This is an optimization exercise on Yosys and OpenROAD, whose aim is small area, a short achievable clock period and few clock cycles, not a production implementation.
Only simulation tests tie the RTL to the original design; equivalence was not proved.
Power and IR drop assume default switching activity.

== run A ==
==> flow/design.v (excerpt) <==
module Processor_Top
(
    clk, rst_n,
    imem_addr, imem_rdata,
    dmem_addr, dmem_wdata, dmem_we, dmem_rdata
);
input clk;
input rst_n;
output [31:0] imem_addr;
input [31:0] imem_rdata;
output [31:0] dmem_addr;
output [31:0] dmem_wdata;
output dmem_we;
input [31:0] dmem_rdata;
reg  [9:0] pc;           
reg        id_valid;
reg [31:0] id_ir;
reg  [9:0] id_pc1;       
reg        ex_valid;
reg [31:0] ex_a;         
reg [31:0] ex_bx;        
reg [15:0] ex_imm;
reg  [4:0] ex_dest;
reg        ex_writes, ex_lw, ex_sw, ex_cond, ex_useimm;
reg        ex_sub, ex_and, ex_or, ex_nor, ex_slt;
reg        ex_fa, ex_fb;
reg  [9:0] ex_target;
reg [31:0] mem_res;
reg [31:0] mem_sd;
reg        mem_sw, mem_lw, mem_writes;
reg  [4:0] mem_dest;
reg [31:0] w_data;
reg        w_we;
reg  [4:0] w_dest;
wire [31:0] ins = imem_rdata;
wire f_uncond = (ins[31:26] == 6'h04) & (ins[25:21] == ins[20:16]);
wire [9:0] pc1 = pc + 10'd1;
wire [9:0] f_target = pc1 + ins[9:0];
wire [5:0] d_op = id_ir[31:26];
wire [4:0] d_rs = id_ir[25:21];
wire [4:0] d_rt = id_ir[20:16];
wire [4:0] d_rdf = id_ir[15:11];
wire [5:0] d_fn = id_ir[5:0];
wire d_is_r  = (d_op == 6'h00);
wire d_is_lw = (d_op == 6'h23);
wire d_is_sw = (d_op == 6'h2B);
wire d_cond = (d_op == 6'h04) & (d_rs != d_rt);
wire d_writes = d_is_r | d_is_lw;
wire [4:0] d_dest = d_is_r ? d_rdf : d_rt;
wire d_use_rs = d_is_r | d_is_lw | d_is_sw | d_cond;
wire d_use_rt = d_is_r | d_is_sw | d_cond;
wire d_sub = (d_is_r & ((d_fn == 6'h22) | (d_fn == 6'h2A))) | d_cond;
wire d_and = d_is_r & (d_fn == 6'h24);
wire d_or  = d_is_r & (d_fn == 6'h25);
wire d_nor = d_is_r & (d_fn == 6'h27);
wire d_slt = d_is_r & (d_fn == 6'h2A);
wire [31:0] m_data = mem_lw ? dmem_rdata : mem_res;
wire [31:0] msel = {31'd0, mem_writes} << mem_dest;
wire [31:0] wsel = {31'd0, w_we} << w_dest;
wire [31:0] dec_a = 32'd1 << d_rs;
wire [31:0] dec_b = 32'd1 << d_rt;
wire bm_a = mem_writes & (mem_dest == d_rs);
wire bm_b = mem_writes & (mem_dest == d_rt);
wire bw_a = w_we & (w_dest == d_rs) & ~bm_a;
wire bw_b = w_we & (w_dest == d_rt) & ~bm_b;
wire [31:0] rf_a, rf_b;
Register_File regfile
(
    .clk (clk),
    .read_sel1 (dec_a & ~msel & ~wsel),
    .read_sel2 (dec_b & ~msel & ~wsel),
    .write_sel (wsel),
    .write_data (w_data),
    .read_data1 (rf_a),
    .read_data2 (rf_b)
);
wire [31:0] d_a = rf_a | (m_data & {32{bm_a}}) | (w_data & {32{bw_a}});
  ...
Settings: LEC_CHECK=0, CAP_MARGIN=20, CORE_MARGIN=2, CORE_UTILIZATION=40, CTS_CLUSTER_DIAMETER=75, CTS_CLUSTER_SIZE=27, SLEW_MARGIN=20; clock period 11.0 ns.
standard.sh (not shown) runs the stock make flow with config.mk's settings and CLKGATE_MAP_FILE= SYNTH_SCRIPT=/design/flow/synth_recipe.tcl, a recipe that flattens the netlist after the stock synthesis.
==> flow/flow/run.sh <==
#!/bin/bash
# Standard layout (standard synthesis unchanged), with three changes to how
# the layout is made:
#  - repair_timing aims for 7.6 ns of extra setup margin, so the layout is
#    optimised for a shorter achieved period than the fixed clock;
#  - the port buffers are buf_2 cells instead of the default delay buffers;
#  - sizing may swap cells of different footprints.
set -euo pipefail
bash standard.sh SETUP_SLACK_MARGIN=7.6 \
  "BUFFER_PORTS_ARGS=-buffer_cell sky130_fd_sc_hd__buf_2" \
  MATCH_CELL_FOOTPRINT=0 finish > standard_make.log 2>&1
In summary, run A completed successfully, with a layout that passed the timing, DRC and antenna checks.
Testbench counts of run A, summed over its fixed seeds: cycles 30,108.
Input-level comparison between run B and run A:
# run A
export LEC_CHECK = 0
export CAP_MARGIN = 20
export CORE_MARGIN = 2
export CORE_UTILIZATION = 40
export CTS_CLUSTER_DIAMETER = 75
export CTS_CLUSTER_SIZE = 27
export SLEW_MARGIN = 20
create_clock -name core_clock -period 11.0 [get_ports {clk}]
# run B
export LEC_CHECK = 0
export CAP_MARGIN = 20
export CORE_MARGIN = 2
export CORE_UTILIZATION = 40
export SLEW_MARGIN = 20
create_clock -name core_clock -period 11.0 [get_ports {clk}]
Taking run A as the reference, in run B via count went up, clock period minus worst slack rose 0.075 ns, synthesized cell count comparable, maximum achievable frequency now sits lower. Taking run A over run B, the worst vdd rail ir drop ratio works out to 1.2. Between run A and run B, the power share of the clock group is higher for run B.
Changes in run C relative to run B:
# run B
export LEC_CHECK = 0
export CAP_MARGIN = 20
export CORE_MARGIN = 2
export CORE_UTILIZATION = 40
export SLEW_MARGIN = 20
create_clock -name core_clock -period 11.0 [get_ports {clk}]
# run C
export LEC_CHECK = 0
export CAP_MARGIN = 20
export CORE_MARGIN = 2
export CORE_UTILIZATION = 40
export CTS_CLUSTER_DIAMETER = 60
export CTS_CLUSTER_SIZE = 20
export SLEW_MARGIN = 20
create_clock -name core_clock -period 11.0 [get_ports {clk}]
Notes after the runs:
Run C vs. run B: power decreased 7.0%; area growth from synthesis to final layout decreased 2.2 points. Run C: total non-filler cell area in the finished layout 1.9% below run B. Cells: run C has fewer instances than run B. Compared with run B, run C shows a count of TritonRoute iterations in the first routing pass that is 1 higher. Share of the core filled with cells: lower on run C.
Modified inputs, run D compared to run C
# run C
export LEC_CHECK = 0
export CAP_MARGIN = 20
export CORE_MARGIN = 2
export CORE_UTILIZATION = 40
export CTS_CLUSTER_DIAMETER = 60
export CTS_CLUSTER_SIZE = 20
export SLEW_MARGIN = 20
create_clock -name core_clock -period 11.0 [get_ports {clk}]
# run D
export LEC_CHECK = 0
export CAP_MARGIN = 20
export CORE_MARGIN = 2
export CORE_UTILIZATION = 40
export CTS_CLUSTER_DIAMETER = 70
export CTS_CLUSTER_SIZE = 24
export SLEW_MARGIN = 20
create_clock -name core_clock -period 11.0 [get_ports {clk}]
[summary]
- Beginning of the critical path = w_we$_DFF_PN0_: run D; beginning of the critical path = id_ir[17]$_DFFE_PN_: run C
- Run C → run D: first-iteration DRC count higher, utilization dropped 0.63 points, critical path arrival flat, clock period minus worst slack rose by 0.023 ns.
- Run D vs. run C: smallest hold slack level, number of clock buffers in the layout decreased 4.4%.

[separate check: timing with driven ports]
The results above use ideal ports. As a check the final layouts listed here were re-extracted and re-timed, cells and wires unchanged.
Step 1: set_driving_cell puts a clkbuf_16 on clk and a buf_2 on each other input, an assumption about the parent block.
Step 2 adds t to the input delays and takes it off the output delays; t is the mean of the earliest and latest rising clock arrival at the registers after step 1. Input paths then give back, and output paths get back, about the clock's delay inside the block.
Three values: ideal ports, drivers, drivers and shift; two values: the first two.
run	t (ns)	slack for setup (ns)	worst data-port slew with drivers (ns)	pins driven straight from the clock port
run A	0.825	7.472 / 7.392 / 6.755	0.05	1
run B	0.861	7.397 / 7.368 / 6.739	0.05	1
run C	0.828	7.472 / 7.414 / 6.751	0.05	1
run D	0.807	7.450 / 7.431 / 6.710	0.05	1
After both steps every run listed still meets setup and hold. The setup slack of run D, which loses most, moves by -0.019 ns with the drivers and by -0.740 ns with both steps.
